Source: an optimization exercise on an open RTL-to-GDS flow (aim: small area and a short achievable clock period). Production flows keep margins and buffers that such runs may drop.
Function was checked by simulation only, so behaviour that the tests miss may differ from the original.

// NoC
module NoC (
    input wire clk,
    input wire rst,
    input wire [3:0] in_west,
    input wire [3:0] in_south,
    input wire [3:0] in_east,
    input wire [3:0] in_north,
    input wire [1:0] west_sel,
    input wire [1:0] south_sel,
    input wire [1:0] east_sel,
    input wire [1:0] north_sel,
    input wire in_west_valid,
    input wire in_south_valid,
    input wire in_east_valid,
    input wire in_north_valid,
    input wire in_west_vc,
    input wire in_south_vc,
    input wire in_east_vc,
    input wire in_north_vc,
    output wire [3:0] out_west,
    output wire [3:0] out_south,
    output wire [3:0] out_east,
    output wire [3:0] out_north,
    output wire out_west_valid,
    output wire out_south_valid,
    output wire out_east_valid,
    output wire out_north_valid,
    output wire out_west_vc,
    output wire out_south_vc,
    output wire out_east_vc,
    output wire out_north_vc
);
    wire [3:0] s_in    [0:3];
    wire       s_valid [0:3];
    wire       s_vc    [0:3];
    wire [1:0] s_sel   [0:3];
    assign s_in[0] = in_west;  assign s_valid[0] = in_west_valid;  assign s_vc[0] = in_west_vc;  assign s_sel[0] = west_sel;
    assign s_in[1] = in_south; assign s_valid[1] = in_south_valid; assign s_vc[1] = in_south_vc; assign s_sel[1] = south_sel;
    assign s_in[2] = in_east;  assign s_valid[2] = in_east_valid;  assign s_vc[2] = in_east_vc;  assign s_sel[2] = east_sel;
    assign s_in[3] = in_north; assign s_valid[3] = in_north_valid; assign s_vc[3] = in_north_vc; assign s_sel[3] = north_sel;
    wire [63:0] de_data  [0:11];
    wire        de_valid [0:11];
    wire        de_vc    [0:11];
    wire [64:0] se_data  [0:11];
    wire        se_valid [0:11];
    wire        se_vc    [0:11];
  ...
Settings: LEC_CHECK=0, CAP_MARGIN=30, CORE_MARGIN=2, CORE_UTILIZATION=40, CTS_CLUSTER_DIAMETER=100, CTS_CLUSTER_SIZE=20, PLACE_DENSITY=0.5, SLEW_MARGIN=30; clock period 12.0 ns.
standard.sh (not shown) runs the stock make flow with config.mk's settings and CLKGATE_MAP_FILE= SYNTH_SCRIPT=/design/flow/synth_recipe.tcl, a recipe that flattens the netlist after the stock synthesis.
==> flow/flow/run.sh <==
#!/bin/bash
# The standard ORFS layout (the standard.sh, standard synthesis included),
# with timing repair aimed at a 6.5 ns setup margin instead of the default and
# allowed to resize cells to other footprints: the design's paths are far
# shorter than the 12 ns clock, and the default repair stops long before they
# are as fast as they can be made.
set -euo pipefail
bash standard.sh SETUP_SLACK_MARGIN=6.5 MATCH_CELL_FOOTPRINT=0 finish > standard_flow.log 2>&1
The first run finished with timing, DRC and antenna clean.
Edit:
- CORE_UTILIZATION: 40 -> 35
- PLACE_DENSITY: 0.5 -> 0.45
Effect:
- utilization shrinks by 5.2 points
- worst hold slack gets worse by 48 ps
- flip-flop and latch count is unchanged
- first-iteration DRC count drops by 5.9%
- die area came out higher by about 14%

Setup of 10-20:
Another version of the RTL of NoC (not shown whole).
Size in the first run: about 26000 flip-flops, ~58 I/O pins, about 1100000 um^2 of cells after synthesis.
Settings: LEC_CHECK=0, CAP_MARGIN=30, CORE_MARGIN=2, CORE_UTILIZATION=35, PLACE_DENSITY=0.45, SLEW_MARGIN=30; clock period 12.0 ns.
==> flow/flow/run.sh <==
#!/bin/bash
# The standard ORFS layout (the standard.sh, standard synthesis included),
# with timing repair aimed at a 6.5 ns setup margin instead of the default:
# the design's paths are far shorter than the 12 ns clock, and the default
# margin stops the repair long before they are as fast as they can be made.
set -euo pipefail
bash standard.sh SETUP_SLACK_MARGIN=6.5 finish > standard_flow.log 2>&1
Setup changes, 10-20 to 12-24
- setting SETUP_SLACK_MARGIN to 5 for the first time
==> flow/run.sh (new file) <==
#!/bin/bash
# synth_recipe.tcl (not shown) runs the flow's synth.tcl, then flattens the netlist and writes it again
# the make line also repeats each setting of config.mk as NAME=value (left out here)
make -C /OpenROAD-flow-scripts/flow DESIGN_CONFIG=/design/flow/config.mk WORK_HOME=/design/flow/orfs CLKGATE_MAP_FILE= SYNTH_SCRIPT=/design/flow/synth_recipe.tcl finish
removed: flow/flow/run.sh
removed: flow/standard.sh
--- outcome ---
The peak fanout along the critical path in 12-24 sits 35 above the value recorded for 10-20.
Via count in 12-24 is 6953 below 10-20.
For number of instances resized during post-cts repair, dividing the value from 10-20 by the value from 12-24 gives 21.
Global-route wire length before repair of 12-24 falls short of that of 10-20 slightly.
~same worst-skew pair later-pin latency in 12-24 and 10-20
Share of cell area taken by flip-flops and latches, 12-24 and 10-20: lower on 10-20

## re-timing with driven ports
Ports are ideal in the flow. The routed layouts listed here were re-timed in OpenROAD. Step 1 sets driving cells, clkbuf_16 on the clock port and buf_2 on the other inputs (assumed; they add their load-dependent delay and slew). Step 2, shift: input delay + t, output delay - t, t = (earliest + latest rising clock arrival at the registers) / 2. This alone moves slack from input paths to output paths. a / b / c = ideal / step 1 / step 2; a / b = the first two.
| run | t (ns) | setup WS [ns] | worst register clock-pin slew, ns | pins driven straight from the clock port |
|---|---|---|---|---|
| the first run of note 1 | 1.932 | 6.338 / 6.232 / 6.232 | 0.10 / 0.10 | 1 |
| the second run of note 1 | 1.908 | 6.344 / 6.287 / 6.209 | 0.10 / 0.10 | 1 |
| 10-20 | 2.026 | 6.229 / 6.152 / 6.152 | 0.08 / 0.08 | 1 |
| 12-24 | 2.023 | 4.966 / 4.966 / 4.966 | 0.08 / 0.08 | 1 |
After both steps every run listed still meets setup and hold. For the second run of note 1, which loses most, drivers alone change the setup slack by -0.057 ns; drivers and shift together by -0.135 ns.
